What follows belongs to an exercise in optimizing a design on an open flow for a short achievable clock period and few clock cycles; a production flow would make more cautious choices. In this exercise RTL edits were held to simulation tests only and were not proved equivalent to the original. No activity file was given, so power comes from the tool's default toggle rates.

==> flow/design.v, too long to show whole: its modules and the start of the top module <==
// module mul_csa: 1462 lines
// module pfx_add: 29 lines
// module cpu: 723 lines
module cpu(	input clock,
			input reset,
			output 	[31:0] PC_out,
			input  	[31:0] instr_in,
			output 	[31:0] data_addr,
			output ren,
			output wen,
			output 	[31:0] data_out,
			input 	[31:0] data_in,
			output 	[3:0]  byte_select,
			input memReady
			);
  // ...
==> flow/flow/run.sh <==
#!/bin/bash
# Own layout flow: the standard synthesis unchanged, then ORFS from floorplan to
# finish with a tighter setup repair target (the design's SDC is unchanged; only
# repair_timing's margin is raised) and buf_4 cells as the port buffers.
set -euo pipefail
bash standard.sh synth > synth_make.log 2>&1
bash standard.sh finish SETUP_SLACK_MARGIN=14 TNS_END_PERCENT=100 \
  "BUFFER_PORTS_ARGS=-buffer_cell sky130_fd_sc_hd__buf_4" > layout_make.log 2>&1
==> flow/standard.sh <==
#!/bin/bash
# synth_recipe.tcl (not shown) runs the flow's synth.tcl, then flattens the netlist and writes it again
# the make line also repeats each setting of config.mk as NAME=value (left out here)
make -C /OpenROAD-flow-scripts/flow DESIGN_CONFIG=/design/flow/config.mk WORK_HOME=/design/flow/orfs CLKGATE_MAP_FILE= SYNTH_SCRIPT=/design/flow/synth_recipe.tcl "${@:-finish}"
==> flow/config.mk <==
export PLATFORM = sky130hd
export DESIGN_NAME = cpu
export DESIGN_NICKNAME = cpu
export VERILOG_FILES = /design/flow/design.v
export SDC_FILE = /design/flow/constraint.sdc
export NUM_CORES = 8
export LEC_CHECK = 0
export ABC_CLOCK_PERIOD_IN_PS = 5000
export CAP_MARGIN = 20
export CORE_MARGIN = 2
export CORE_UTILIZATION = 30
export SLEW_MARGIN = 20
==> flow/constraint.sdc <==
create_clock -name core_clock -period 20.0 [get_ports {clock}]
set_input_delay 4.0000 -clock core_clock [delete_from_list [all_inputs] [get_ports {clock}]]
set_output_delay 4.0000 -clock core_clock [all_outputs]
set_load 0.01 [all_outputs]
==> summary.md, run 1 <==
| Metric | Value |
|---|---|
| Status | `timing/DRC/antenna clean` |
| CTS clk-pin slew, worst paths | `0.07 ns` |
| CTS Buffer Depth | `5` |
| Multi-input gate area | `144000 um2` |
| CP bufs+invs | `3` |
| Max reg flops | `1024` |
| GRT busiest layer | `met2` |
| Fmax | `161 MHz` |
| Syn nets | `27300` |
| Slew Limit Headroom | `0.0688` |
| Startpoint types | `register` |
| Final setup viols | `0` |
| Hold Path Stages | `2` |
| Worst Path Max Fanout | `20` |
| Actual slew at the worst max-slew pin | `1.40 ns` |
| P_seq | `16.9 mW` |
| Share of power burned in combinational logic | `0.395` |
| Post-synthesis cell count | `26500` |
| Clock Latency Late Sink | `1.20 ns` |
| Placed instance count | `40400` |
| Share of the synthesized area in the top cell type | `0.521` |
| Die area | `1140000 um2` |
| GRT met1 Usage | `0.332` |
| Vias in the first global route | `244000` |
| Worst vdd ir | `0.202 mV` |
| Power Density | `127 nW/um2` |
Testbench counts, summed over its fixed seeds: cycles 97,283.
==> module cpu, before the edit <==
module cpu(	input clock,
			input reset,
			output 	[31:0] PC_out,
			input  	[31:0] instr_in,
			output 	[31:0] data_addr,
			output ren,
			output wen,
			output 	[31:0] data_out,
			input 	[31:0] data_in,
			output 	[3:0]  byte_select,
			input memReady
			);
localparam BTB_N = 64;
reg [31:0] pc_f1;
reg [15:2] pc_bt;    
reg        f2_v;
reg [31:0] f2_pc, f2_pnpc;
reg        f2_bhit;
reg [1:0]  f2_bctr;
reg        f2_ptk;      
reg        s_v;
reg [31:0] s_ir, s_pc, s_pnpc;
reg [31:1] s_s1oh, s_s2oh;
reg        s_bhit;
reg [1:0]  s_bctr;
reg        d_v;
reg [31:0] d_ir, d_pc, d_pnpc;
reg [31:1] d_s1oh, d_s2oh;   
reg        d_w1, d_w2;       
reg        d_l1, d_l2;       
reg        d_bhit;
reg [1:0]  d_bctr;
reg        x_v;
reg [31:0] x_pc, x_a, x_b, x_imm, x_link, x_btgt, x_pnpc;
reg [4:0]  x_rs1, x_rs2, x_rd;
reg        x_use1, x_use2, x_wr;
reg        x_selpc, x_selimm, x_zeroa;
reg [2:0]  x_f3;
reg        x_sub, x_sra;
reg        x_br, x_jal, x_jalr, x_mul, x_mulph;
reg        x_ptaken, x_tgtok, x_bhit, x_ret;
reg [1:0]  x_bctr;
reg [31:0] x_ms, x_mc;
reg        x_l1, x_l2;       
reg [31:0] rf [1:31];
reg [31:1] rf_ok;            
reg        w_v;
reg [4:0]  w_rd;
reg [31:0] w_res;
reg [31:0] ld_pend;
reg        q0_v, q0_ld, q0_st, q0_dp;
reg [31:0] q0_addr, q0_data;
reg [3:0]  q0_bsel;
reg [4:0]  q0_rd;
reg [2:0]  q0_f3;
reg        q1_v, q1_ld, q1_st, q1_dp;
reg [31:0] q1_addr, q1_data;
reg [3:0]  q1_bsel;
reg [4:0]  q1_rd;
reg [2:0]  q1_f3;
reg        o_v;
reg [4:0]  o_rd;
reg [2:0]  o_f3;
reg [1:0]  o_a;
reg [24:0] dc_tag  [0:31];
reg [3:0]  dc_bv   [0:31];
reg [31:0] dc_data [0:31];
reg        x_ld, x_st;
reg [31:0] x_addr;
reg [3:0]  x_bsel;
reg [2:0]  x_lf3;
reg        q0_fill, q1_fill, o_fill, ld_fill;    
reg [29:0] o_w, ld_w;
reg        pf_v;             
reg [29:0] pf_w;
reg [31:0] ld_raw;
reg        ld_v;
reg [4:0]  ld_rd;
reg [31:0] ldr;
reg        btb_v   [0:BTB_N-1];
reg [7:0]  btb_tag [0:BTB_N-1];
reg [13:0] btb_tgt [0:BTB_N-1];    
reg [1:0]  btb_ctr [0:BTB_N-1];
reg        btb_ret [0:BTB_N-1];
reg [31:0] ras   [0:15];
reg        ras_v [0:15];
reg [3:0]  ras_sp;
assign PC_out      = pc_f1;
assign data_addr   = q0_addr;
assign ren         = q0_v & q0_ld;
assign wen         = q0_v & q0_st & ~q0_dp;
assign data_out    = q0_data;
assign byte_select = q0_bsel;
wire [31:0] ras_top  = ras[ras_sp];
wire        ras_topv = ras_v[ras_sp];
wire [5:0]  f1_idx  = pc_bt[7:2];
wire        f1_bhit = btb_v[f1_idx] & (btb_tag[f1_idx] == pc_bt[15:8]);
wire [1:0]  f1_bctr = btb_ctr[f1_idx];
wire        f1_take = f1_bhit & f1_bctr[1];
wire [31:0] f1_seq;
wire        f1_seq_co;
pfx_add add_f1seq(.a(pc_f1), .b(32'd4), .cin(1'b0), .s(f1_seq), .co(f1_seq_co));
wire        f1_useras = btb_ret[f1_idx] & ras_topv;
wire [31:0] f1_pnpc = f1_take ? (f1_useras ? ras_top : {pc_f1[31:16], btb_tgt[f1_idx], 2'b00}) : f1_seq;
wire [6:0] d_op  = d_ir[6:0];
wire [2:0] d_f3  = d_ir[14:12];
wire [4:0] d_rd  = d_ir[11:7];
wire [4:0] d_rs1 = d_ir[19:15];
wire [4:0] d_rs2 = d_ir[24:20];
wire d_lui   = (d_op == 7'b0110111);
wire d_auipc = (d_op == 7'b0010111);
wire d_jal   = (d_op == 7'b1101111);
wire d_jalr  = (d_op == 7'b1100111);
wire d_br    = (d_op == 7'b1100011);
wire d_ld    = (d_op == 7'b0000011);
wire d_st    = (d_op == 7'b0100011);
wire d_opi   = (d_op == 7'b0010011);
wire d_opr   = (d_op == 7'b0110011);
wire d_mul   = d_opr & (d_ir[31:25] == 7'b0000001);
wire d_mem   = d_ld | d_st;
wire d_use1  = d_jalr | d_br | d_ld | d_st | d_opi | d_opr;
wire d_use2  = d_br | d_st | d_opr;
wire d_wr    = (d_lui | d_auipc | d_jal | d_jalr | d_ld | d_opi | d_opr) & (d_rd != 5'd0);
wire [31:0] imm_i = {{20{d_ir[31]}}, d_ir[31:20]};
wire [31:0] imm_s = {{20{d_ir[31]}}, d_ir[31:25], d_ir[11:7]};
wire [31:0] imm_b = {{19{d_ir[31]}}, d_ir[31], d_ir[7], d_ir[30:25], d_ir[11:8], 1'b0};
wire [31:0] imm_u = {d_ir[31:12], 12'b0};
wire [31:0] imm_j = {{11{d_ir[31]}}, d_ir[31], d_ir[19:12], d_ir[20], d_ir[30:21], 1'b0};
wire [31:0] d_imm  = (d_lui | d_auipc) ? imm_u : imm_i;
wire [31:0] d_aimm = d_st ? imm_s : imm_i;
wire [31:0] d_link, d_btgt, d_jtgt;
wire        d_link_co, d_btgt_co, d_jtgt_co;
pfx_add add_dlink(.a(d_pc), .b(32'd4), .cin(1'b0), .s(d_link), .co(d_link_co));
pfx_add add_dbtgt(.a(d_pc), .b(imm_b), .cin(1'b0), .s(d_btgt), .co(d_btgt_co));
pfx_add add_djtgt(.a(d_pc), .b(imm_j), .cin(1'b0), .s(d_jtgt), .co(d_jtgt_co));
reg [31:0] rf1, rf2;
integer ki;
always @(*) begin
	rf1 = 32'd0;
	rf2 = 32'd0;
	for (ki = 1; ki < 32; ki = ki + 1) begin
		rf1 = rf1 | ({32{d_s1oh[ki] & rf_ok[ki]}} & rf[ki]);
		rf2 = rf2 | ({32{d_s2oh[ki] & rf_ok[ki]}} & rf[ki]);
	end
	rf1[8] = rf1[8] | (d_s1oh[2] & ~rf_ok[2]);
	rf2[8] = rf2[8] | (d_s2oh[2] & ~rf_ok[2]);
end
wire        ld_wr = ld_v & (ld_rd != 5'd0);
wire        ldm1  = ld_v & d_l1;
wire        ldm2  = ld_v & d_l2;
wire        x_done;         
wire        x_wen;          
wire [31:0] x_res;
wire        xm1 = x_wen & (x_rd == d_rs1);
wire        xm2 = x_wen & (x_rd == d_rs2);
wire        wm1   = w_v & d_w1;
wire        wm2   = w_v & d_w2;
wire [31:0] rs1_nox = wm1 ? w_res : (ldm1 ? ldr : rf1);
wire [31:0] rs2_nox = wm2 ? w_res : (ldm2 ? ldr : rf2);
wire [31:0] d_a = xm1 ? x_res : rs1_nox;
wire [31:0] d_b = xm2 ? x_res : rs2_nox;
wire [31:0] d_addr;
wire        d_addr_co;
pfx_add add_agu(.a(rs1_nox), .b(d_aimm), .cin(1'b0), .s(d_addr), .co(d_addr_co));
reg  [3:0]  d_bsel;
always @(*) begin
	case (d_f3[1:0])
		2'b00:   d_bsel = 4'b0001 << d_addr[1:0];
		2'b01:   d_bsel = d_addr[1] ? 4'b1100 : 4'b0011;
		default: d_bsel = 4'b1111;
	endcase
end
wire x_wrpend = x_v & x_wr;    
wire pend1 = ld_pend[d_rs1] & ~ldm1;
wire pend2 = ld_pend[d_rs2] & ~ldm2;
wire pendd = ld_pend[d_rd] & ~(ld_wr & (ld_rd == d_rd));
wire haz_base = d_mem & (pend1 | (x_wrpend & (x_rd == d_rs1) & (d_rs1 != 5'd0)));
wire d_rdsrc  = (d_use1 & (d_rs1 == d_rd)) | (d_use2 & (d_rs2 == d_rd));
wire haz_waw  = d_wr & (pendd | (x_v & x_ld & (x_rd == d_rd))) & ~(d_rdsrc & ~d_mem);
wire x_stall;
wire x_redirect;
wire [31:0] x_target;
wire d_stall = x_stall | haz_base | haz_waw;
wire d_adv   = d_v & ~d_stall & ~x_redirect;
wire d_ctl      = d_br | d_jal | d_jalr;
wire d_link_rd  = (d_rd == 5'd1) | (d_rd == 5'd5);
wire d_link_rs  = (d_rs1 == 5'd1) | (d_rs1 == 5'd5);
wire d_call     = (d_jal | d_jalr) & d_link_rd;
wire d_ret      = d_jalr & d_link_rs & ~d_link_rd;
wire d_bad_seq  = ~d_ctl & (d_pnpc != d_link);
wire d_bad_jal  = d_jal & (d_pnpc != d_jtgt);
wire d_bad_ret  = d_ret & ras_topv & (d_pnpc != ras_top);
wire d_redirect = d_v & ~x_redirect & (d_bad_seq | d_bad_jal | d_bad_ret);
wire [31:0] d_target = d_jal ? d_jtgt : (d_ret ? ras_top : d_link);
wire xl1 = ld_v & x_l1;
wire xl2 = ld_v & x_l2;
wire x_wait = (x_use1 & ld_pend[x_rs1] & ~xl1) | (x_use2 & ld_pend[x_rs2] & ~xl2);
wire [31:0] xa = x_a;
wire [31:0] xb = x_b;
assign x_stall = x_v & (x_wait | (x_mul & ~x_mulph) | ((x_ld | x_st) & q1_v));
assign x_done  = x_v & ~x_stall;
wire [29:0] x_w      = x_addr[31:2];
wire [4:0]  x_idx    = x_w[4:0] ^ x_w[9:5] ^ x_w[14:10];
wire        x_tagok  = (dc_tag[x_idx] == x_w[29:5]);
wire        x_hit    = x_tagok & ((dc_bv[x_idx] & x_bsel) == x_bsel);
wire [31:0] dcw      = dc_data[x_idx];
reg  [31:0] dc_al;
always @(*) begin
	case (x_lf3)
		3'd0: case (x_addr[1:0])
				2'd0: dc_al = {{24{dcw[7]}},  dcw[7:0]};
				2'd1: dc_al = {{24{dcw[15]}}, dcw[15:8]};
				2'd2: dc_al = {{24{dcw[23]}}, dcw[23:16]};
				default: dc_al = {{24{dcw[31]}}, dcw[31:24]};
			endcase
		3'd4: case (x_addr[1:0])
				2'd0: dc_al = {24'd0, dcw[7:0]};
				2'd1: dc_al = {24'd0, dcw[15:8]};
				2'd2: dc_al = {24'd0, dcw[23:16]};
				default: dc_al = {24'd0, dcw[31:24]};
			endcase
		3'd1: dc_al = x_addr[1] ? {{16{dcw[31]}}, dcw[31:16]} : {{16{dcw[15]}}, dcw[15:0]};
		3'd5: dc_al = x_addr[1] ? {16'd0, dcw[31:16]} : {16'd0, dcw[15:0]};
		default: dc_al = dcw;
	endcase
end
assign x_wen   = x_done & x_wr;
wire   x_push  = x_done & (x_st | (x_ld & ~x_hit));
wire   st_upd  = x_done & x_st;
wire [29:0] x_pw;                       
wire        x_pw_co;
pfx_add #(30, 5) add_pw(.a(x_w), .b(30'd0), .cin(1'b1), .s(x_pw), .co(x_pw_co));
wire [4:0]  x_pidx  = x_pw[4:0] ^ x_pw[9:5] ^ x_pw[14:10];
wire        x_pin   = (dc_tag[x_pidx] == x_pw[29:5]) & (dc_bv[x_pidx] == 4'hf);
wire        pf_req  = x_done & x_ld & ~x_pin;
wire [31:0] inA = x_selpc ? x_pc : (x_zeroa ? 32'd0 : xa);
wire [31:0] inB = x_selimm ? x_imm : xb;
wire [31:0] sum, cmp_d;
wire        sum_co, cmp_co;
pfx_add add_alu(.a(inA), .b(x_sub ? ~inB : inB), .cin(x_sub), .s(sum), .co(sum_co));
pfx_add add_cmp(.a(inA), .b(~inB), .cin(1'b1), .s(cmp_d), .co(cmp_co));
wire        ltu  = ~cmp_co;
wire        lt   = (inA[31] ^ inB[31]) ? inA[31] : ltu;
wire [31:0] sll  = inA << inB[4:0];
wire [31:0] srx  = (inA >> inB[4:0]) | ((x_sra & inA[31]) ? ~(32'hffffffff >> inB[4:0]) : 32'd0);
reg [31:0] alu;
always @(*) begin
	case (x_f3)
		3'd0: alu = sum;
		3'd1: alu = sll;
		3'd2: alu = {31'd0, lt};
		3'd3: alu = {31'd0, ltu};
		3'd4: alu = inA ^ inB;
		3'd5: alu = srx;
		3'd6: alu = inA | inB;
		default: alu = inA & inB;
	endcase
end
wire [31:0] ms, mc;
mul_csa mul_tree(.a(xa), .b(xb), .s(ms), .c(mc));
wire [31:0] mul_res;
wire        mul_co;
pfx_add add_mul(.a(x_ms), .b(x_mc), .cin(1'b0), .s(mul_res), .co(mul_co));
assign x_res = x_ld ? dc_al : (x_mul ? mul_res : ((x_jal | x_jalr) ? x_link : alu));
wire beq  = (xa == xb);
wire [31:0] bcmp_d;
wire        bcmp_co;
pfx_add add_bcmp(.a(xa), .b(~xb), .cin(1'b1), .s(bcmp_d), .co(bcmp_co));
wire bltu = ~bcmp_co;
wire blt  = (xa[31] ^ xb[31]) ? xa[31] : bltu;
reg  btaken;
always @(*) begin
	case (x_f3)
		3'd0: btaken = beq;
		3'd1: btaken = ~beq;
		3'd4: btaken = blt;
		3'd5: btaken = ~blt;
		3'd6: btaken = bltu;
		3'd7: btaken = ~bltu;
		default: btaken = 1'b0;
	endcase
end
wire [31:0] jalr_s;
wire        jalr_co;
pfx_add add_jalr(.a(xa), .b(x_imm), .cin(1'b0), .s(jalr_s), .co(jalr_co));
wire [31:0] jalr_t = jalr_s & 32'hfffffffe;
wire br_mis   = x_br & (btaken ? ~(x_ptaken & x_tgtok) : x_ptaken);
wire jalr_mis = x_jalr & (jalr_t != x_pnpc);
assign x_redirect = x_done & (br_mis | jalr_mis);
assign x_target   = x_jalr ? jalr_t : (btaken ? x_btgt : x_link);
wire        bt_upd   = x_done & (x_br | x_jal | x_jalr);
wire        bt_taken = x_jal | x_jalr | btaken;
wire [31:0] bt_tgt   = x_jalr ? jalr_t : x_btgt;
wire [5:0]  bt_idx   = x_pc[7:2];
reg  [1:0]  bt_ctr;
always @(*) begin
	if (x_jal | x_jalr)      bt_ctr = 2'd3;
	else if (btaken)         bt_ctr = x_bhit ? ((x_bctr == 2'd3) ? 2'd3 : x_bctr + 2'd1) : 2'd2;
	else                     bt_ctr = (x_bctr == 2'd0) ? 2'd0 : x_bctr - 2'd1;
end
wire q_acc   = q0_v & ~q0_dp & memReady;
wire arrive  = o_v & memReady;
reg [31:0] ld_al;
always @(*) begin
	case (o_f3)
		3'd0: case (o_a)
				2'd0: ld_al = {{24{data_in[7]}},  data_in[7:0]};
				2'd1: ld_al = {{24{data_in[15]}}, data_in[15:8]};
				2'd2: ld_al = {{24{data_in[23]}}, data_in[23:16]};
				default: ld_al = {{24{data_in[31]}}, data_in[31:24]};
			endcase
		3'd4: case (o_a)
				2'd0: ld_al = {24'd0, data_in[7:0]};
				2'd1: ld_al = {24'd0, data_in[15:8]};
				2'd2: ld_al = {24'd0, data_in[23:16]};
				default: ld_al = {24'd0, data_in[31:24]};
			endcase
		3'd1: ld_al = o_a[1] ? {{16{data_in[31]}}, data_in[31:16]} : {{16{data_in[15]}}, data_in[15:0]};
		3'd5: ld_al = o_a[1] ? {16'd0, data_in[31:16]} : {16'd0, data_in[15:0]};
		default: ld_al = data_in;
	endcase
end
reg  [31:0] x_sd;
always @(*) begin
	case (x_lf3[1:0])
		2'b00:   x_sd = {4{x_b[7:0]}};
		2'b01:   x_sd = {2{x_b[15:0]}};
		default: x_sd = x_b;
	endcase
end
wire        n_dp  = x_st & ld_pend[x_rs2] & ~xl2;
wire [4:0]  n_rd  = x_st ? x_rs2 : x_rd;
wire        q0_cap = q0_dp & ld_v & (ld_rd == q0_rd);
wire        q1_cap = q1_dp & ld_v & (ld_rd == q1_rd);
reg  [31:0] q0_dnew, q1_dnew;
always @(*) begin
	case (q0_f3[1:0])
		2'b00:   q0_dnew = {4{ldr[7:0]}};
		2'b01:   q0_dnew = {2{ldr[15:0]}};
		default: q0_dnew = ldr;
	endcase
	case (q1_f3[1:0])
		2'b00:   q1_dnew = {4{ldr[7:0]}};
		2'b01:   q1_dnew = {2{ldr[15:0]}};
		default: q1_dnew = ldr;
	endcase
end
wire [31:0] q0_dc  = q0_cap ? q0_dnew : q0_data;
wire [31:0] q1_dc  = q1_cap ? q1_dnew : q1_data;
wire        q0_dpc = q0_dp & ~q0_cap;
wire        q1_dpc = q1_dp & ~q1_cap;
wire        q_shift = ~q0_v | q_acc;    
wire d_take   = ~d_v | d_adv;
wire        f2_isjal = (instr_in[6:0] == 7'b1101111);
wire [31:0] f2_jt;
wire        f2_jt_co;
pfx_add add_f2jt(.a(f2_pc), .b({{11{instr_in[31]}}, instr_in[31], instr_in[19:12], instr_in[20], instr_in[30:21], 1'b0}), .cin(1'b0), .s(f2_jt), .co(f2_jt_co));
wire        f2_redir = f2_v & f2_isjal & ~f2_ptk;
wire [31:0] f2_pn    = f2_redir ? f2_jt : f2_pnpc;
wire d_take_p = ~d_v | ~d_stall;
wire [31:0] in_d1   = 32'd1 << instr_in[19:15];
wire [31:0] in_d2   = 32'd1 << instr_in[24:20];
wire [31:1] in_s1oh = in_d1[31:1];
wire [31:1] in_s2oh = in_d2[31:1];
wire [4:0]  n_rs1   = d_take_p ? (s_v ? s_ir[19:15] : instr_in[19:15]) : d_rs1;
wire [4:0]  n_rs2   = d_take_p ? (s_v ? s_ir[24:20] : instr_in[24:20]) : d_rs2;
always @(posedge clock) begin
	d_w1 <= (n_rs1 == x_rd);
	d_w2 <= (n_rs2 == x_rd);
	d_l1 <= (n_rs1 == o_rd) & (o_rd != 5'd0);
	d_l2 <= (n_rs2 == o_rd) & (o_rd != 5'd0);
end      
wire s_v_nx_p = (s_v & ~d_take_p) | (f2_v & (s_v | ~d_take_p));
wire s_v_next = (s_v & ~d_take) | (f2_v & (s_v | ~d_take));
wire issue    = ~s_v_next;
wire d_from_s = d_take & s_v;
always @(posedge clock or negedge reset) begin
	if (reset == 1'b0) begin
		pc_f1 <= 32'd0;
		pc_bt <= 14'h3fff;
		f2_v  <= 1'b0;
		s_v   <= 1'b0;
		d_v   <= 1'b0;
	end else if (x_redirect) begin
		pc_f1 <= x_target;
		pc_bt <= x_target[15:2];
		f2_v  <= 1'b0;
		s_v   <= 1'b0;
		d_v   <= 1'b0;
	end else if (d_redirect) begin
		pc_f1 <= d_target;
		pc_bt <= d_target[15:2];
		f2_v  <= 1'b0;
		s_v   <= 1'b0;
		if (d_adv)
			d_v <= 1'b0;
	end else if (f2_redir) begin
		pc_f1 <= f2_jt;
		pc_bt <= f2_jt[15:2];
		f2_v  <= 1'b0;
		if (d_take)
			d_v <= s_v | f2_v;
		s_v  <= s_v_next;
	end else begin
		if (d_take)
			d_v <= s_v | f2_v;
		s_v  <= s_v_next;
		f2_v <= issue;
		if (issue) begin
			pc_f1 <= f1_pnpc;
			pc_bt <= f1_pnpc[15:2];
		end
	end
end
always @(posedge clock) begin
	if (d_take_p) begin
		if (s_v) begin
			d_ir   <= s_ir;
			d_s1oh <= s_s1oh;
			d_s2oh <= s_s2oh;
			d_pc   <= s_pc;
			d_pnpc <= s_pnpc;
			d_bhit <= s_bhit;
			d_bctr <= s_bctr;
		end else begin
			d_ir   <= instr_in;
			d_s1oh <= in_s1oh;
			d_s2oh <= in_s2oh;
			d_pc   <= f2_pc;
			d_pnpc <= f2_pn;
			d_bhit <= f2_bhit;
			d_bctr <= f2_bctr;
		end
	end else if (d_redirect) begin
		d_pnpc <= d_target;
	end
	if (f2_v & ((d_take_p & s_v) | ~d_take_p)) begin
		s_ir   <= instr_in;
		s_s1oh <= in_s1oh;
		s_s2oh <= in_s2oh;
		s_pc   <= f2_pc;
		s_pnpc <= f2_pn;
		s_bhit <= f2_bhit;
		s_bctr <= f2_bctr;
	end
	if (~s_v_nx_p) begin
		f2_pc   <= pc_f1;
		f2_pnpc <= f1_pnpc;
		f2_bhit <= f1_bhit;
		f2_bctr <= f1_bctr;
		f2_ptk  <= f1_take;
	end
end
always @(posedge clock or negedge reset) begin
	if (reset == 1'b0) begin
		x_v     <= 1'b0;
		x_mulph <= 1'b0;
	end else if (x_stall) begin
		if (x_mul & ~x_wait)
			x_mulph <= 1'b1;
	end else begin
		x_v     <= d_adv;
		x_mulph <= 1'b0;
	end
end
wire [4:0] x_rs1_n = x_stall ? x_rs1 : d_rs1;
wire [4:0] x_rs2_n = x_stall ? x_rs2 : d_rs2;
wire       ca1 = (o_rd == x_rs1_n) & (o_rd != 5'd0);
wire       ca2 = (o_rd == x_rs2_n) & (o_rd != 5'd0);
always @(posedge clock) begin
	x_l1 <= ca1;
	x_l2 <= ca2;
	if (arrive & ca1)
		x_a <= ld_al;
	else if (~x_stall)
		x_a <= d_a;
	if (arrive & ca2)
		x_b <= ld_al;
	else if (~x_stall)
		x_b <= d_b;
	if (x_stall) begin
		if (x_mul & ~x_wait) begin
			x_ms <= ms;
			x_mc <= mc;
		end
	end else begin
		x_pc    <= d_pc;
		x_imm   <= d_imm;
		x_link  <= d_link;
		x_btgt  <= d_jal ? d_jtgt : d_btgt;
		x_pnpc  <= d_pnpc;
		x_rs1   <= d_rs1;
		x_rs2   <= d_rs2;
		x_rd    <= d_rd;
		x_use1  <= d_use1 & ~d_mem;
		x_use2  <= d_use2 & ~d_mem;
		x_wr    <= d_wr;
		x_ld    <= d_ld;
		x_st    <= d_st;
		x_addr  <= d_addr;
		x_bsel  <= d_bsel;
		x_lf3   <= d_f3;
		x_selpc <= d_auipc;
		x_zeroa <= d_lui;
		x_selimm <= ~(d_opr | d_br);
		x_f3    <= (d_opi | d_opr | d_br) ? d_f3 : 3'd0;
		x_sub   <= d_opr & d_ir[30];
		x_sra   <= d_ir[30];
		x_br    <= d_br;
		x_jal   <= d_jal;
		x_jalr  <= d_jalr;
		x_mul   <= d_mul;
		x_ptaken <= (d_pnpc != d_link);
		x_tgtok  <= (d_pnpc == d_btgt);
		x_bhit  <= d_bhit;
		x_bctr  <= d_bctr;
		x_ret   <= d_ret;
	end
end
always @(posedge clock or negedge reset) begin
	if (reset == 1'b0)
		w_v <= 1'b0;
	else
		w_v <= x_wen;
end
always @(posedge clock) begin
	w_rd  <= x_rd;
	w_res <= x_res;
end
integer ri;
always @(posedge clock) begin
	for (ri = 1; ri < 32; ri = ri + 1) begin
		if (w_v & (w_rd == ri))
			rf[ri] <= w_res;
		else if (ld_v & (ld_rd == ri))
			rf[ri] <= ldr;
	end
end
integer vi;
always @(posedge clock or negedge reset) begin
	if (reset == 1'b0) begin
		rf_ok <= 31'd0;
	end else begin
		for (vi = 1; vi < 32; vi = vi + 1)
			if ((w_v & (w_rd == vi)) | (ld_v & (ld_rd == vi)))
				rf_ok[vi] <= 1'b1;
	end
end
integer pi;
always @(posedge clock or negedge reset) begin
	if (reset == 1'b0) begin
		ld_pend <= 32'd0;
	end else begin
		for (pi = 1; pi < 32; pi = pi + 1) begin
			if (x_push & x_ld & (x_rd == pi))
				ld_pend[pi] <= 1'b1;
			else if (ld_v & (ld_rd == pi))
				ld_pend[pi] <= 1'b0;
		end
		ld_pend[0] <= 1'b0;
	end
end
always @(posedge clock or negedge reset) begin
	if (reset == 1'b0) begin
		q0_v <= 1'b0;
		q1_v <= 1'b0;
	end else if (q_shift) begin
		q0_v <= q1_v | x_push | pf_v;
		q1_v <= (q1_v | pf_v) & x_push;
	end else if (x_push) begin
		q1_v <= 1'b1;
	end
end
wire q0_fill_c = q0_fill & ~(st_upd & (q0_addr[31:2] == x_w));
wire q1_fill_c = q1_fill & ~(st_upd & (q1_addr[31:2] == x_w));
wire o_fill_c  = o_fill  & ~(st_upd & (o_w == x_w));
wire pf_take = q_shift & ~q1_v & pf_v;
always @(posedge clock or negedge reset) begin
	if (reset == 1'b0)
		pf_v <= 1'b0;
	else if (pf_req)
		pf_v <= 1'b1;
	else if (pf_take | (st_upd & (x_w == pf_w)))
		pf_v <= 1'b0;
end
always @(posedge clock)
	if (pf_req)
		pf_w <= x_pw;
always @(posedge clock) begin
	if (q_shift) begin
		q0_fill <= q1_v ? q1_fill_c : ~(pf_v & st_upd & (pf_w == x_w));
		q1_fill <= 1'b1;
	end else begin
		q0_fill <= q0_fill_c;
		q1_fill <= q1_v ? q1_fill_c : 1'b1;
	end
	if (q_shift) begin
		if (q1_v) begin
			q0_ld <= q1_ld; q0_st <= q1_st; q0_addr <= q1_addr; q0_data <= q1_dc;
			q0_bsel <= q1_bsel; q0_rd <= q1_rd; q0_f3 <= q1_f3; q0_dp <= q1_dpc;
			q1_ld <= x_ld; q1_st <= x_st; q1_addr <= x_addr; q1_data <= x_sd;
			q1_bsel <= x_bsel; q1_rd <= n_rd; q1_f3 <= x_lf3; q1_dp <= n_dp;
		end else if (~pf_v) begin
			q0_ld <= x_ld; q0_st <= x_st; q0_addr <= x_addr; q0_data <= x_sd;
			q0_bsel <= x_bsel; q0_rd <= n_rd; q0_f3 <= x_lf3; q0_dp <= n_dp;
		end else begin
			q0_ld <= 1'b1; q0_st <= 1'b0; q0_addr <= {pf_w, 2'b00};
			q0_rd <= 5'd0; q0_f3 <= 3'd2; q0_dp <= 1'b0;
			q1_ld <= x_ld; q1_st <= x_st; q1_addr <= x_addr; q1_data <= x_sd;
			q1_bsel <= x_bsel; q1_rd <= n_rd; q1_f3 <= x_lf3; q1_dp <= n_dp;
		end
	end else begin
		q0_data <= q0_dc;
		q0_dp   <= q0_dpc;
		if (~q1_v) begin
			q1_ld <= x_ld; q1_st <= x_st; q1_addr <= x_addr; q1_data <= x_sd;
			q1_bsel <= x_bsel; q1_rd <= n_rd; q1_f3 <= x_lf3; q1_dp <= n_dp;
		end else begin
			q1_data <= q1_dc;
			q1_dp   <= q1_dpc;
		end
	end
end
always @(posedge clock or negedge reset) begin
	if (reset == 1'b0) begin
		o_v  <= 1'b0;
		ld_v <= 1'b0;
	end else begin
		if (q_acc & q0_ld)
			o_v <= 1'b1;
		else if (arrive)
			o_v <= 1'b0;
		ld_v <= arrive;
	end
end
always @(posedge clock) begin
	if (q_acc & q0_ld) begin
		o_w  <= q0_addr[31:2];
		o_fill <= q0_fill_c;
		o_rd <= q0_rd;
		o_f3 <= q0_f3;
		o_a  <= q0_addr[1:0];
	end else begin
		o_fill <= o_fill_c;
	end
	ld_rd <= o_rd;
	ldr   <= ld_al;
	ld_raw <= data_in;
	ld_w   <= o_w;
	ld_fill <= o_fill_c;
end
wire [4:0] fill_idx = ld_w[4:0] ^ ld_w[9:5] ^ ld_w[14:10];
wire       fill_ok  = ld_v & ld_fill & ~(st_upd & (x_idx == fill_idx));
integer ci;
always @(posedge clock or negedge reset) begin
	if (reset == 1'b0) begin
		for (ci = 0; ci < 32; ci = ci + 1)
			dc_bv[ci] <= 4'd0;
	end else begin
		if (fill_ok)
			dc_bv[fill_idx] <= 4'hf;
		if (st_upd) begin
			if (n_dp)
				dc_bv[x_idx] <= x_tagok ? (dc_bv[x_idx] & ~x_bsel) : dc_bv[x_idx];
			else
				dc_bv[x_idx] <= x_tagok ? (dc_bv[x_idx] | x_bsel) : x_bsel;
		end
	end
end
always @(posedge clock) begin
	if (fill_ok) begin
		dc_tag[fill_idx]  <= ld_w[29:5];
		dc_data[fill_idx] <= ld_raw;
	end
	if (st_upd & ~n_dp) begin
		dc_tag[x_idx] <= x_w[29:5];
		if (x_bsel[0]) dc_data[x_idx][7:0]   <= x_sd[7:0];
		if (x_bsel[1]) dc_data[x_idx][15:8]  <= x_sd[15:8];
		if (x_bsel[2]) dc_data[x_idx][23:16] <= x_sd[23:16];
		if (x_bsel[3]) dc_data[x_idx][31:24] <= x_sd[31:24];
	end
end
integer ai;
always @(posedge clock or negedge reset) begin
	if (reset == 1'b0) begin
		ras_sp <= 4'd0;
		for (ai = 0; ai < 16; ai = ai + 1)
			ras_v[ai] <= 1'b0;
	end else if (d_adv) begin
		if (d_call) begin
			ras_v[ras_sp + 4'd1] <= 1'b1;
			ras_sp <= ras_sp + 4'd1;
		end else if (d_ret) begin
			ras_sp <= ras_sp - 4'd1;
		end
	end
end
always @(posedge clock) begin
	if (d_adv & d_call)
		ras[ras_sp + 4'd1] <= d_link;
end
integer bi;
always @(posedge clock or negedge reset) begin
	if (reset == 1'b0) begin
		for (bi = 0; bi < BTB_N; bi = bi + 1)
			btb_v[bi] <= 1'b0;
	end else if (bt_upd & bt_taken) begin
		btb_v[bt_idx] <= 1'b1;
	end
end
always @(posedge clock) begin
	if (bt_upd) begin
		if (bt_taken) begin
			btb_tag[bt_idx] <= x_pc[15:8];
			btb_tgt[bt_idx] <= bt_tgt[15:2];
			btb_ctr[bt_idx] <= bt_ctr;
			btb_ret[bt_idx] <= x_ret;
		end else if (x_bhit) begin
			btb_ctr[bt_idx] <= bt_ctr;
		end
	end
end
endmodule
==> inputs of run 2 (changes only) <==
--- a/flow/design.v
+++ b/flow/design.v
@@ -1501,7 +1501,7 @@
 			output 	[3:0]  byte_select,
 			input memReady
 			);
-localparam BTB_N = 64;
+localparam BTB_N = 32;
 reg [31:0] pc_f1;
 reg [15:2] pc_bt;    
 reg        f2_v;
@@ -1528,6 +1528,7 @@
 reg        x_selpc, x_selimm, x_zeroa;
 reg [2:0]  x_f3;
 reg        x_sub, x_sra;
+reg        x_isadd;          
 reg        x_br, x_jal, x_jalr, x_mul, x_mulph;
 reg        x_ptaken, x_tgtok, x_bhit, x_ret;
 reg [1:0]  x_bctr;
@@ -1560,6 +1561,8 @@
 reg [31:0] x_addr;
 reg [3:0]  x_bsel;
 reg [2:0]  x_lf3;
+reg [4:0]  x_idx;            
+reg [31:0] x_ioh;            
 reg        q0_fill, q1_fill, o_fill, ld_fill;    
 reg [29:0] o_w, ld_w;
 reg        pf_v;             
@@ -1573,19 +1576,20 @@
 reg [13:0] btb_tgt [0:BTB_N-1];    
 reg [1:0]  btb_ctr [0:BTB_N-1];
 reg        btb_ret [0:BTB_N-1];
-reg [31:0] ras   [0:15];
-reg        ras_v [0:15];
-reg [3:0]  ras_sp;
+reg [15:2] ras   [0:7];     
+reg        ras_v [0:7];
+reg [2:0]  ras_sp;
 assign PC_out      = pc_f1;
 assign data_addr   = q0_addr;
-assign ren         = q0_v & q0_ld;
-assign wen         = q0_v & q0_st & ~q0_dp;
+reg ren_q, wen_q;    
+assign ren         = ren_q;
+assign wen         = wen_q;
 assign data_out    = q0_data;
 assign byte_select = q0_bsel;
-wire [31:0] ras_top  = ras[ras_sp];
+wire [31:0] ras_top  = {d_pc[31:16], ras[ras_sp], 2'b00};
 wire        ras_topv = ras_v[ras_sp];
-wire [5:0]  f1_idx  = pc_bt[7:2];
-wire        f1_bhit = btb_v[f1_idx] & (btb_tag[f1_idx] == pc_bt[15:8]);
+wire [4:0]  f1_idx  = pc_bt[6:2];
+wire        f1_bhit = btb_v[f1_idx] & (btb_tag[f1_idx] == pc_bt[14:7]);
 wire [1:0]  f1_bctr = btb_ctr[f1_idx];
 wire        f1_take = f1_bhit & f1_bctr[1];
 wire [31:0] f1_seq;
@@ -1650,9 +1654,17 @@
 wire [31:0] rs2_nox = wm2 ? w_res : (ldm2 ? ldr : rf2);
 wire [31:0] d_a = xm1 ? x_res : rs1_nox;
 wire [31:0] d_b = xm2 ? x_res : rs2_nox;
-wire [31:0] d_addr;
-wire        d_addr_co;
-pfx_add add_agu(.a(rs1_nox), .b(d_aimm), .cin(1'b0), .s(d_addr), .co(d_addr_co));
+wire [31:0] inA, inB;
+wire [31:0] d_addr_r, d_addr_x;
+wire        d_addr_co, d_addrx_co;
+pfx_add add_agu(.a(rs1_nox), .b(d_aimm), .cin(1'b0), .s(d_addr_r), .co(d_addr_co));
+wire [31:0] csa_s = inA ^ inB ^ d_aimm;
+wire [31:0] csa_c = {(inA[30:0] & inB[30:0]) | (inA[30:0] & d_aimm[30:0]) | (inB[30:0] & d_aimm[30:0]), 1'b0};
+pfx_add add_agux(.a(csa_s), .b(csa_c), .cin(1'b0), .s(d_addr_x), .co(d_addrx_co));
+wire        d_xadd = x_v & x_isadd & (x_rd == d_rs1);
+wire [31:0] d_addr = d_xadd ? d_addr_x : d_addr_r;
+wire [4:0]  d_idx  = d_addr[6:2] ^ d_addr[11:7] ^ d_addr[16:12];
+wire [31:0] d_ioh  = 32'd1 << d_idx;
 reg  [3:0]  d_bsel;
 always @(*) begin
 	case (d_f3[1:0])
@@ -1665,7 +1677,7 @@
 wire pend1 = ld_pend[d_rs1] & ~ldm1;
 wire pend2 = ld_pend[d_rs2] & ~ldm2;
 wire pendd = ld_pend[d_rd] & ~(ld_wr & (ld_rd == d_rd));
-wire haz_base = d_mem & (pend1 | (x_wrpend & (x_rd == d_rs1) & (d_rs1 != 5'd0)));
+wire haz_base = d_mem & (pend1 | (x_wrpend & (x_rd == d_rs1) & (d_rs1 != 5'd0) & ~x_isadd));
 wire d_rdsrc  = (d_use1 & (d_rs1 == d_rd)) | (d_use2 & (d_rs2 == d_rd));
 wire haz_waw  = d_wr & (pendd | (x_v & x_ld & (x_rd == d_rd))) & ~(d_rdsrc & ~d_mem);
 wire x_stall;
@@ -1691,10 +1703,24 @@
 assign x_stall = x_v & (x_wait | (x_mul & ~x_mulph) | ((x_ld | x_st) & q1_v));
 assign x_done  = x_v & ~x_stall;
 wire [29:0] x_w      = x_addr[31:2];
-wire [4:0]  x_idx    = x_w[4:0] ^ x_w[9:5] ^ x_w[14:10];
-wire        x_tagok  = (dc_tag[x_idx] == x_w[29:5]);
-wire        x_hit    = x_tagok & ((dc_bv[x_idx] & x_bsel) == x_bsel);
-wire [31:0] dcw      = dc_data[x_idx];
+reg  [31:0] dc_tagm;
+integer ti;
+always @(*)
+	for (ti = 0; ti < 32; ti = ti + 1)
+		dc_tagm[ti] = (dc_tag[ti] == x_w[29:5]);
+reg  [31:0] dcw;
+reg  [3:0]  x_bvr;
+integer ri2;
+always @(*) begin
+	dcw   = 32'd0;
+	x_bvr = 4'd0;
+	for (ri2 = 0; ri2 < 32; ri2 = ri2 + 1) begin
+		dcw   = dcw   | ({32{x_ioh[ri2]}} & dc_data[ri2]);
+		x_bvr = x_bvr | ({4{x_ioh[ri2]}} & dc_bv[ri2]);
+	end
+end
+wire        x_tagok  = |(x_ioh & dc_tagm);
+wire        x_hit    = x_tagok & ((x_bvr & x_bsel) == x_bsel);
 reg  [31:0] dc_al;
 always @(*) begin
 	case (x_lf3)
@@ -1721,11 +1747,21 @@
 wire [29:0] x_pw;                       
 wire        x_pw_co;
 pfx_add #(30, 5) add_pw(.a(x_w), .b(30'd0), .cin(1'b1), .s(x_pw), .co(x_pw_co));
-wire [4:0]  x_pidx  = x_pw[4:0] ^ x_pw[9:5] ^ x_pw[14:10];
-wire        x_pin   = (dc_tag[x_pidx] == x_pw[29:5]) & (dc_bv[x_pidx] == 4'hf);
-wire        pf_req  = x_done & x_ld & ~x_pin;
-wire [31:0] inA = x_selpc ? x_pc : (x_zeroa ? 32'd0 : xa);
-wire [31:0] inB = x_selimm ? x_imm : xb;
+reg         pfc_v;
+reg  [29:0] pfc_w;
+wire [4:0]  pfc_idx = pfc_w[4:0] ^ pfc_w[9:5] ^ pfc_w[14:10];
+wire        pfc_in  = (dc_tag[pfc_idx] == pfc_w[29:5]) & (dc_bv[pfc_idx] == 4'hf);
+wire        pf_req  = pfc_v & ~pfc_in;
+always @(posedge clock or negedge reset) begin
+	if (reset == 1'b0)
+		pfc_v <= 1'b0;
+	else
+		pfc_v <= x_done & x_ld;
+end
+always @(posedge clock)
+	pfc_w <= x_pw;
+assign inA = x_selpc ? x_pc : (x_zeroa ? 32'd0 : xa);
+assign inB = x_selimm ? x_imm : xb;
 wire [31:0] sum, cmp_d;
 wire        sum_co, cmp_co;
 pfx_add add_alu(.a(inA), .b(x_sub ? ~inB : inB), .cin(x_sub), .s(sum), .co(sum_co));
@@ -1782,7 +1818,7 @@
 wire        bt_upd   = x_done & (x_br | x_jal | x_jalr);
 wire        bt_taken = x_jal | x_jalr | btaken;
 wire [31:0] bt_tgt   = x_jalr ? jalr_t : x_btgt;
-wire [5:0]  bt_idx   = x_pc[7:2];
+wire [4:0]  bt_idx   = x_pc[6:2];
 reg  [1:0]  bt_ctr;
 always @(*) begin
 	if (x_jal | x_jalr)      bt_ctr = 2'd3;
@@ -1843,10 +1879,18 @@
 wire        q_shift = ~q0_v | q_acc;    
 wire d_take   = ~d_v | d_adv;
 wire        f2_isjal = (instr_in[6:0] == 7'b1101111);
-wire [31:0] f2_jt;
-wire        f2_jt_co;
-pfx_add add_f2jt(.a(f2_pc), .b({{11{instr_in[31]}}, instr_in[31], instr_in[19:12], instr_in[20], instr_in[30:21], 1'b0}), .cin(1'b0), .s(f2_jt), .co(f2_jt_co));
-wire        f2_redir = f2_v & f2_isjal & ~f2_ptk;
+wire [11:0] f2_jlo   = {instr_in[20], instr_in[30:21], 1'b0};
+wire        f2_jsgn  = instr_in[31];
+wire        f2_small = (instr_in[19:12] == {8{f2_jsgn}}) & (instr_in[20] == f2_jsgn);
+wire [12:0] f2_lo    = {1'b0, f2_pc[11:0]} + {1'b0, f2_jlo};
+wire [19:0] f2_hi0   = f2_pc[31:12];
+wire [19:0] f2_hip, f2_him;
+wire        f2_hip_co, f2_him_co;
+pfx_add #(20, 5) add_f2hip(.a(f2_pc[31:12]), .b(20'd0), .cin(1'b1), .s(f2_hip), .co(f2_hip_co));
+pfx_add #(20, 5) add_f2him(.a(f2_pc[31:12]), .b(20'hfffff), .cin(1'b0), .s(f2_him), .co(f2_him_co));
+wire [19:0] f2_hi    = f2_jsgn ? (f2_lo[12] ? f2_hi0 : f2_him) : (f2_lo[12] ? f2_hip : f2_hi0);
+wire [31:0] f2_jt    = {f2_hi, f2_lo[11:0]};
+wire        f2_redir = f2_v & f2_isjal & f2_small & ~f2_ptk;
 wire [31:0] f2_pn    = f2_redir ? f2_jt : f2_pnpc;
 wire d_take_p = ~d_v | ~d_stall;
 wire [31:0] in_d1   = 32'd1 << instr_in[19:15];
@@ -1989,6 +2033,8 @@
 		x_ld    <= d_ld;
 		x_st    <= d_st;
 		x_addr  <= d_addr;
+		x_idx   <= d_idx;
+		x_ioh   <= d_ioh;
 		x_bsel  <= d_bsel;
 		x_lf3   <= d_f3;
 		x_selpc <= d_auipc;
@@ -1996,6 +2042,7 @@
 		x_selimm <= ~(d_opr | d_br);
 		x_f3    <= (d_opi | d_opr | d_br) ? d_f3 : 3'd0;
 		x_sub   <= d_opr & d_ir[30];
+		x_isadd <= d_wr & ((d_opi & (d_f3 == 3'd0)) | (d_opr & (d_f3 == 3'd0) & ~d_ir[30] & ~d_mul) | d_lui | d_auipc);
 		x_sra   <= d_ir[30];
 		x_br    <= d_br;
 		x_jal   <= d_jal;
@@ -2062,6 +2109,19 @@
 		q1_v <= 1'b1;
 	end
 end
+wire q0_v_n  = q_shift ? (q1_v | x_push | pf_v) : q0_v;
+wire q0_ld_n = q_shift ? (q1_v ? q1_ld : (~pf_v ? x_ld : 1'b1)) : q0_ld;
+wire q0_st_n = q_shift ? (q1_v ? q1_st : (~pf_v ? x_st : 1'b0)) : q0_st;
+wire q0_dp_n = q_shift ? (q1_v ? q1_dpc : (~pf_v ? n_dp : 1'b0)) : q0_dpc;
+always @(posedge clock or negedge reset) begin
+	if (reset == 1'b0) begin
+		ren_q <= 1'b0;
+		wen_q <= 1'b0;
+	end else begin
+		ren_q <= q0_v_n & q0_ld_n;
+		wen_q <= q0_v_n & q0_st_n & ~q0_dp_n;
+	end
+end
 wire q0_fill_c = q0_fill & ~(st_upd & (q0_addr[31:2] == x_w));
 wire q1_fill_c = q1_fill & ~(st_upd & (q1_addr[31:2] == x_w));
 wire o_fill_c  = o_fill  & ~(st_upd & (o_w == x_w));
@@ -2076,7 +2136,7 @@
 end
 always @(posedge clock)
 	if (pf_req)
-		pf_w <= x_pw;
+		pf_w <= pfc_w;
 always @(posedge clock) begin
 	if (q_shift) begin
 		q0_fill <= q1_v ? q1_fill_c : ~(pf_v & st_upd & (pf_w == x_w));
@@ -2171,24 +2231,25 @@
 		if (x_bsel[3]) dc_data[x_idx][31:24] <= x_sd[31:24];
 	end
 end
+wire ras_upd = d_adv;
 integer ai;
 always @(posedge clock or negedge reset) begin
 	if (reset == 1'b0) begin
-		ras_sp <= 4'd0;
-		for (ai = 0; ai < 16; ai = ai + 1)
+		ras_sp <= 3'd0;
+		for (ai = 0; ai < 8; ai = ai + 1)
 			ras_v[ai] <= 1'b0;
-	end else if (d_adv) begin
+	end else if (ras_upd) begin
 		if (d_call) begin
-			ras_v[ras_sp + 4'd1] <= 1'b1;
-			ras_sp <= ras_sp + 4'd1;
+			ras_v[ras_sp + 3'd1] <= 1'b1;
+			ras_sp <= ras_sp + 3'd1;
 		end else if (d_ret) begin
-			ras_sp <= ras_sp - 4'd1;
+			ras_sp <= ras_sp - 3'd1;
 		end
 	end
 end
 always @(posedge clock) begin
-	if (d_adv & d_call)
-		ras[ras_sp + 4'd1] <= d_link;
+	if (ras_upd & d_call)
+		ras[ras_sp + 3'd1] <= d_link[15:2];
 end
 integer bi;
 always @(posedge clock or negedge reset) begin
@@ -2202,7 +2263,7 @@
 always @(posedge clock) begin
 	if (bt_upd) begin
 		if (bt_taken) begin
-			btb_tag[bt_idx] <= x_pc[15:8];
+			btb_tag[bt_idx] <= x_pc[14:7];
 			btb_tgt[bt_idx] <= bt_tgt[15:2];
 			btb_ctr[bt_idx] <= bt_ctr;
 			btb_ret[bt_idx] <= x_ret;
==> summary.md, run 2 <==
| Metric | Value |
|---|---|
| CTS tree | `done (unchanged)` |
| Post-synthesis cell count | `24700 (was 26500)` |
| Worst vdd ir | `0.401 mV (was 0.202 mV)` |
| Crit-path slowest cell | `edfxtp_1 (was o21ai_0)` |
| WP data arrival | `2.36 ns (was 7.12 ns)` |
| Placed instance count | `36500 (was 40400)` |
| H-tree levels | `6 (unchanged)` |
| Largest registers | `dc_data x1024, rf x992, dc_tag x800 (was dc_data x1024, rf x992, btb_tgt x896)` |
| Tmin final | `6.36 ns (was 6.20 ns)` |
| Max reg flops | `1024 (unchanged)` |
| Reg2reg setup slack | `13.65 ns (was 13.80 ns)` |
| Share of layout cells above drive strength 1 | `0.218 (was 0.239)` |
| Total grt overflow | `0 (unchanged)` |
| Actual slew at the worst max-slew pin | `1.44 ns (was 1.40 ns)` |
| Area grow syn2layout | `13.9% (was 14.6%)` |
| CTS Buffer Depth | `5 (unchanged)` |
| Syn nets | `25600 (was 27300)` |
| Vias in the first global route | `218000 (was 244000)` |
| CP Cell Sequence | `buf_6 (was and2_2 > buf_4 > buf_8 > a21oi_1 > nand3_1 > o32ai_1 > buf_4 > o21ai_0 > ha_1 > nor2b_1 > o21ai_0 > o21a_1 > o211ai_1 > a311oi_2 > o31a_1 > nor3_1 > or4_1 > a21o_1 > a21oi_1 > xnor2_1)` |
| Crit Reg-Reg Startpoint | `x_ioh[6] (was ld_v)` |
| Drt first pass iters | `9 (was 12)` |
| Drt wl/cell | `37.2 um (was 36.4 um)` |
| Distinct cells, synth | `114 (was 113)` |
| Initial core utilization | `0.301 (about the same)` |
| Pin count of the biggest net entering global routing | `146 (was 134)` |
| CTS buffer count | `613 (was 696)` |
| CTS clk-pin slew, worst paths | `0.06 ns (was 0.07 ns)` |
| Max stage delay on crit path | `1.03 ns (was 1.04 ns)` |
| Top cells by area, synth | `edfxtp_1, mux2_2, mux4_2, nand2_1, fa_1 (was edfxtp_1, mux4_2, mux2_2, nand2_1, fa_1)` |
| Max Slew Vio Count | `0 (unchanged)` |
| Worst Path Max Fanout | `1 (was 20)` |
| Vias per inst | `6.16 (was 6.17)` |
| Final hold vios | `0 (unchanged)` |
| Initial antenna violation count | `135 (was 197)` |
| Number of flops mapped to enable cells by yosys | `4732 (was 5896)` |
| Finished Cell Area | `334000 um2 (was 389000 um2)` |
| Gpl congestion | `1.02 (was 1.01)` |
| Startpoint types | `register (unchanged)` |
| Root Buffer | `clkbuf_16 (unchanged)` |
| Site Rows | `363 (was 390)` |
| Vias | `232000 (was 259000)` |
| CP Depth | `1 (was 20)` |
| Die X | `993 um (was 1070 um)` |
| Slew Limit Headroom | `0.0409 (was 0.0688)` |
| CP delay by family, top | `flip-flops (was compound AO/OA/AOI/OAI gates)` |
| Final std cells w/o fill | `37700 (was 42000)` |
| Clk sink count | `5213 (was 6384)` |
| Chip height | `993 um (was 1070 um)` |
| Kind of critical path | `reg2out (was reg2reg)` |
| Critical Path Start | `q0_data[2] (was ld_v)` |
| Gr usage total | `0.273 (was 0.257)` |
| Core box area | `976000 um2 (was 1130000 um2)` |
| I/O Buffers | `168 (unchanged)` |
| Synth Flop Type | `edfxtp_1 (unchanged)` |
| Layout Skew | `0.109 ns (was 0.179 ns)` |
| Most frequent cells in the layout | `edfxtp_1, nand2_1, mux2_2 (unchanged)` |
| Hpwl dp | `922000 um (was 946000 um)` |
| Ys Warns | `5 (unchanged)` |
| Unrepaired setup endpoints after global routing | `true (unchanged)` |
| Die area | `986000 um2 (was 1140000 um2)` |
| Avg Cell Area, Syn | `11.9 um2 (was 12.8 um2)` |
| Most frequent cell after synthesis | `edfxtp_1 (unchanged)` |
| Top reg by flops | `dc_data (unchanged)` |
| Final setup viols | `0 (unchanged)` |
| Fmax | `157 MHz (was 161 MHz)` |
| Post-synth top area cell | `edfxtp_1 (unchanged)` |
| HP Start | `o_w[21] (was s_s1oh[19])` |
| Max_cap viols | `0 (unchanged)` |
| Commonest non-fill, non-tap cell in the layout | `edfxtp_1 (unchanged)` |
| Ys async rst share | `0.0560 (was 0.0518)` |
| Hold Slack | `0.382 ns (was 0.360 ns)` |
| Fin Setup TNS | `0 ns (unchanged)` |
| Seq/Total Area, Yosys | `0.522 (was 0.555)` |
| Status | `timing/DRC/antenna clean (unchanged)` |
| Ports | `169 (unchanged)` |
| Capture point of the worst reg-to-reg path | `x_b[22] (was x_addr[31])` |
| Class of the worst hold path | `reg2reg (unchanged)` |
| Initial DRC count | `41900 (was 48700)` |
| CP Capture Point | `data_out[2] (was x_addr[31])` |
| Critical Path End Type | `output pin (was register)` |
| Top post-synthesis cells by count | `edfxtp_1, nand2_1, mux2_2, clkbuf_1, o21ai_0 (unchanged)` |
| DRT Wirelength | `1400000 um (was 1530000 um)` |
| First-pass GRT wire length | `1880000 um (was 2050000 um)` |
| Flops & latches, synth | `5213 (was 6384)` |
| Post-DP Area | `312000 um2 (was 360000 um2)` |
| CP required | `16.00 ns (was 20.92 ns)` |
| Cell area after synthesis | `293000 um2 (was 340000 um2)` |
| # nets final | `25100 (was 27100)` |
| Share of the synthesized area in the top cell type | `0.484 (was 0.521)` |
| DRC errors left | `0 (unchanged)` |
| R2R depth | `14 (was 20)` |
| CP bufs+invs | `1 (was 3)` |
| Final worst path period share | `0.318 (was 0.310)` |
| Clock Latency Late Sink | `1.16 ns (was 1.20 ns)` |
| Leak | `119 nW (was 137 nW)` |
| ANT nets after route | `0 (unchanged)` |
| Power Density | `111 nW/um2 (was 127 nW/um2)` |
-- run 2: how the worst min path moves through the flow --
stage | slack, ns | endpoint | depth (start not counted)
2_1_floorplan | 0.35 | ld_rd[0] | 0
3_3_place_gp | 0.37 | ld_w[19] | 0
3_5_place_dp | 0.38 | ld_w[15] | 0
4_1_cts | 0.39 | ld_w[21] | 0
5_1_grt | 0.40 | ld_w[29] | 0
6_report | 0.38 | ld_w[21] | 0
-- run 2: layer usage --
layer  up-vias  global-route usage  wire length (um)
li1      91300                   -                 -
met1    117000               0.348            515000
met2     19500               0.392            581000
met3      4873              0.0987            196000
met4        86               0.172            110000
met5         -             0.00145               832
-- run 2: power by group --
group          internal, mW  switching, mW  total (mW)  leakage [nW]
clock network          6.35           4.81        11.2          9.32
registers              12.8           1.00        13.8          49.6
logic                  3.82           8.22        12.0          59.9
-- run 2: final cells by class --
| cell class | count | area (um2) |
|---|---|---|
| multi-input cells | 16500 | 133000 |
| repair buffers | 1177 | 10100 |
| well taps | 13000 | 16200 |
| clock buffers | 770 | 16400 |
| fillers | 95400 | 642000 |
| inverters | 708 | 2690 |
| clock inverters | 293 | 2610 |
| diodes | 85 | 213 |
| flip-flops and latches | 5213 | 153000 |
-- run 2: logic make-up after synthesis --
kind of cell,after synthesis,synth area share
mux,2920,0.132
buf+inv,2950,0.0384
simple gates,6068,0.0960
flops,5213,0.522
xor+xnor,1586,0.0476
fa+ha+maj,837,0.0471
compound gates,5113,0.117
-- run 2: what timing repair did --
| item | CTS | global route |
|---|---|---|
| resized for setup | 199 | 284 |
| endpoints found under the setup margin | 4010 | 1754 |
| cloned | 2 | 2 |
| hold buffers | 0 | 0 |
| pin swaps | 22 | 63 |
| setup buffers | 47 | 56 |
-- run 2: per-stage QoR --
step | power (mW) | util | setup slack, ns
after global placement | 25.2 | 0.319 | 11.77
after global routing | 37.6 | 0.342 | 13.65
after detailed placement | 25.3 | 0.320 | 11.86
after CTS | 36.4 | 0.340 | 13.72
after floorplan | 20.0 | - | 10.39
final | 37.0 | 0.343 | 13.64
Testbench counts of run 2, summed over its fixed seeds: cycles 94,842.
==> inputs of run 3 (changes only) <==
--- a/flow/flow/run.sh
+++ b/flow/flow/run.sh
@@ -4,5 +4,5 @@
 # repair_timing's margin is raised) and buf_4 cells as the port buffers.
 set -euo pipefail
 bash standard.sh synth > synth_make.log 2>&1
-bash standard.sh finish SETUP_SLACK_MARGIN=14 TNS_END_PERCENT=100 \
+bash standard.sh finish SETUP_SLACK_MARGIN=14.6 TNS_END_PERCENT=100 \
   "BUFFER_PORTS_ARGS=-buffer_cell sky130_fd_sc_hd__buf_4" > layout_make.log 2>&1
==> summary.md, run 3 <==
| Metric | Value |
|---|---|
| Status | `timing/DRC/antenna clean (unchanged)` |
| Vias | `236000 (was 232000)` |
| Actual slew at the worst max-slew pin | `1.34 ns (was 1.44 ns)` |
| Die area | `986000 um2 (unchanged)` |
| Total grt overflow | `0 (unchanged)` |
| ANT nets after route | `0 (unchanged)` |
| Unrepaired setup endpoints after global routing | `true (unchanged)` |
| Overall power | `37.9 mW (was 37.0 mW)` |
| Final hold vios | `0 (unchanged)` |
| Core box area | `976000 um2 (unchanged)` |
| Slew Limit Headroom | `0.0971 (was 0.0409)` |
| # nets final | `25600 (was 25100)` |
| DRT Wirelength | `1440000 um (was 1400000 um)` |
| Capture point of the worst reg-to-reg path | `x_ioh[27] (was x_b[22])` |
| Max Slew Vio Count | `0 (unchanged)` |
| Post-synthesis cell count | `24700 (unchanged)` |
| Top post-synthesis cells by count | `edfxtp_1, nand2_1, mux2_2, clkbuf_1, o21ai_0 (unchanged)` |
| Distinct cells, synth | `114 (unchanged)` |
| Syn nets | `25600 (unchanged)` |
| Final setup viols | `0 (unchanged)` |
| Synth Flop Type | `edfxtp_1 (unchanged)` |
| Class of the worst hold path | `reg2reg (unchanged)` |
| Share of the synthesized area in the top cell type | `0.484 (unchanged)` |
| Avg Cell Area, Syn | `11.9 um2 (unchanged)` |
| Root Buffer | `clkbuf_16 (unchanged)` |
| Critical Path End Type | `register (was output pin)` |
| Reg2reg setup slack | `14.07 ns (was 13.65 ns)` |
| CTS buffer count | `613 (unchanged)` |
| Setup ws final | `13.98 ns (was 13.64 ns)` |
| Hold Path Stages | `0 (unchanged)` |
| Kind of critical path | `in2reg (was reg2out)` |
| Pin count of the biggest net entering global routing | `162 (was 146)` |
| Initial DRC count | `42900 (was 41900)` |
| Fmax | `166 MHz (was 157 MHz)` |
| Cell area after synthesis | `293000 um2 (unchanged)` |
| Worst Path Max Fanout | `5 (was 1)` |
| Final std cells w/o fill | `38200 (was 37700)` |
| Vias per inst | `6.19 (was 6.16)` |
| Fillers | `94600 (was 95400)` |
| Largest registers | `dc_data x1024, rf x992, dc_tag x800 (unchanged)` |
| CP Capture Point | `d_pnpc[29] (was data_out[2])` |
| Tmin final | `6.02 ns (was 6.36 ns)` |
| Flops & latches, synth | `5213 (unchanged)` |
| Crit-path slowest cell | `or3_4 (was edfxtp_1)` |
| Share of layout cells above drive strength 1 | `0.251 (was 0.218)` |
| Initial antenna violation count | `142 (was 135)` |
| Dpl ws | `12.15 ns (was 11.86 ns)` |
| R2R depth | `25 (was 14)` |
| CP delay by family, top | `simple AND/OR/NAND/NOR gates (was flip-flops)` |
| Crit Reg-Reg Startpoint | `rf_ok[15] (was x_ioh[6])` |
| Die X | `993 um (unchanged)` |
| CP Depth | `16 (was 1)` |
| Most frequent cells in the layout | `edfxtp_1, nand2_1, mux2_2 (unchanged)` |
| WP data arrival | `6.86 ns (was 2.36 ns)` |
| Seq/Total Area, Yosys | `0.522 (unchanged)` |
| Commonest non-fill, non-tap cell in the layout | `edfxtp_1 (unchanged)` |
| Top reg by flops | `dc_data (unchanged)` |
| Max reg flops | `1024 (unchanged)` |
| Clock Latency Late Sink | `1.13 ns (was 1.16 ns)` |
| Most frequent cell after synthesis | `edfxtp_1 (unchanged)` |
| Max stage delay on crit path | `0.52 ns (was 1.03 ns)` |
| Placed instance count | `36500 (about the same)` |
| DRC errors left | `0 (unchanged)` |
| Leak | `123 nW (was 119 nW)` |
| First-pass GRT wire length | `1920000 um (was 1880000 um)` |
| Final worst path period share | `0.301 (was 0.318)` |
| Ports | `169 (unchanged)` |
| I/O Buffers | `168 (unchanged)` |
| Gpl congestion | `0.998 (was 1.02)` |
| CTS clk-pin slew, worst paths | `0.06 ns (about the same)` |
| Ys async rst share | `0.0560 (unchanged)` |
| Startpoint types | `primary input (was register)` |
| Worst vdd ir | `0.218 mV (was 0.401 mV)` |
| H-tree levels | `6 (unchanged)` |
| Fin Setup TNS | `0 ns (unchanged)` |
| Critical Path Start | `instr_in[24] (was q0_data[2])` |
| Site Rows | `363 (unchanged)` |
| Ys Warns | `5 (unchanged)` |
| CP Cell Sequence | `buf_12 > ha_4 > o21ai_2 > o21a_1 > nor3_4 > a2111oi_4 > or2_4 > nand4b_1 > or3_4 > nand2_4 > o21ai_2 > xor2_1 > nand2_1 > o21a_1 > mux2i_1 > mux2i_1 (was buf_6)` |
| Vias in the first global route | `221000 (was 218000)` |
| Number of flops mapped to enable cells by yosys | `4732 (unchanged)` |
| Layout Skew | `0.123 ns (was 0.109 ns)` |
| Drt first pass iters | `9 (unchanged)` |
| Layout Utilization | `0.352 (was 0.343)` |
| Post-synth top area cell | `edfxtp_1 (unchanged)` |
| Max_cap viols | `0 (unchanged)` |
| Clk sink count | `5213 (unchanged)` |
| Initial core utilization | `0.301 (unchanged)` |
| Top cells by area, synth | `edfxtp_1, mux2_2, mux4_2, nand2_1, fa_1 (unchanged)` |
| Hpwl dp | `928000 um (was 922000 um)` |
| Gr usage total | `0.280 (was 0.273)` |
| CP bufs+invs | `1 (unchanged)` |
| CTS tree | `done (unchanged)` |
| CTS Buffer Depth | `5 (unchanged)` |
| Drt wl/cell | `37.7 um (was 37.2 um)` |
| Power Density | `111 nW/um2 (about the same)` |
| Chip height | `993 um (unchanged)` |
| # hold bufs at CTS | `0 (unchanged)` |
| Area grow syn2layout | `16.9% (was 13.9%)` |
| CP required | `20.84 ns (was 16.00 ns)` |
-- run 3: final cells by class --
class	instances	area [um2]	area share
diodes	85	213	0.000620
clock buffers	782	16600	0.0485
clock inverters	279	2690	0.00783
inverters	708	2720	0.00791
multi-input cells	16500	135000	0.395
flip-flops and latches	5213	153000	0.447
well taps	13000	16200	0.0472
repair buffers	1611	15900	0.0465
repair inverters	2	32.5	0.0000948
-- run 3: worst reg2reg max path: cells and delay by family, from the launching register on --
| kind | cells | cell delay, ns |
|---|---|---|
| AO/OA/AOI/OAI | 11 | 2.74 |
| AND/OR/NAND/NOR | 5 | 0.93 |
| buffers and inverters | 5 | 0.72 |
| adder cells (fa/ha/maj) | 2 | 0.47 |
| XOR/XNOR | 2 | 0.41 |
| flip-flops | 1 | 0.40 |
-- run 3: metal layers --
metal,GRT usage,part of all wire,vias to the layer above
met5,0,0.00049,-
met4,0.185,0.081,76
met3,0.100,0.14,4974
met2,0.403,0.41,20100
met1,0.354,0.36,119000
li1,-,-,92200
-- run 3: worst min-delay path by stage --
| stage | startpoint | end |
|---|---|---|
| floorplan | o_rd[0] | ld_rd[0] |
| global placement | o_w[16] | ld_w[16] |
| detailed placement | o_w[26] | ld_w[26] |
| CTS | o_w[26] | ld_w[26] |
| global route | o_w[9] | ld_w[9] |
| finish | o_w[28] | ld_w[28] |
-- run 3: through the flow --
stage / cell area [um2] / hold slack, ns
floorplan: 294000 / 0.346
global placement: 312000 / 0.373
detailed placement: 312000 / 0.376
CTS: 340000 / 0.390
global route: 343000 / 0.396
finish: 343000 / 0.391
-- run 3: repair_timing --
item,CTS,global route
cloned,35,8
setup endpoints to repair,5536,2778
pin swaps,234,223
buffers inserted,370,124
gates resized for setup,1065,404
-- run 3: where the power goes --
group	switching (mW)	internal, mW
Sequential	0.854	12.8
Combinational	8.76	4.27
Clock	4.79	6.49
Total	14.4	23.5
-- run 3: logic make-up after synthesis --
kind of cell	after synthesis	share of synthesized area
flops	5213	0.522
buf+inv	2950	0.0384
compound gates	5113	0.117
fa+ha+maj	837	0.0471
mux	2920	0.132
xor+xnor	1586	0.0476
simple gates	6068	0.0960

==> static timing again, ports no longer ideal <==
Ports are ideal in the flow. The routed layouts listed here were re-timed in OpenROAD.
Step 1 (the two cells are an assumption about what drives the block):
set clk [get_ports {clock}]
set_driving_cell -lib_cell sky130_fd_sc_hd__clkbuf_16 $clk
set_driving_cell -lib_cell sky130_fd_sc_hd__buf_2 [delete_from_list [all_inputs] $clk]
Step 2 moves the port delays by t, midway between the first and last clock arrival at a register: inputs arrive t later, outputs are due t later. That takes back most of the time a late clock gives input paths.
a / b / c = ideal ports / drivers / drivers and shift; a / b = the first two.
run | t (ns) | setup WS [ns] | worst slew at a driven data input, ns | cell pins on the clock port's net
run 1 | 1.238 | 13.802 / 13.685 / 12.447 | 0.55 | 1
run 2 | 1.263 | 13.643 / 13.479 / 12.732 | 0.45 | 1
run 3 | 1.225 | 13.984 / 13.967 / 12.854 | 0.45 | 1
After both steps setup and hold are still met in every run listed. The setup slack of run 1, which loses most, moves by -0.117 ns with the drivers and by -1.355 ns with both steps.
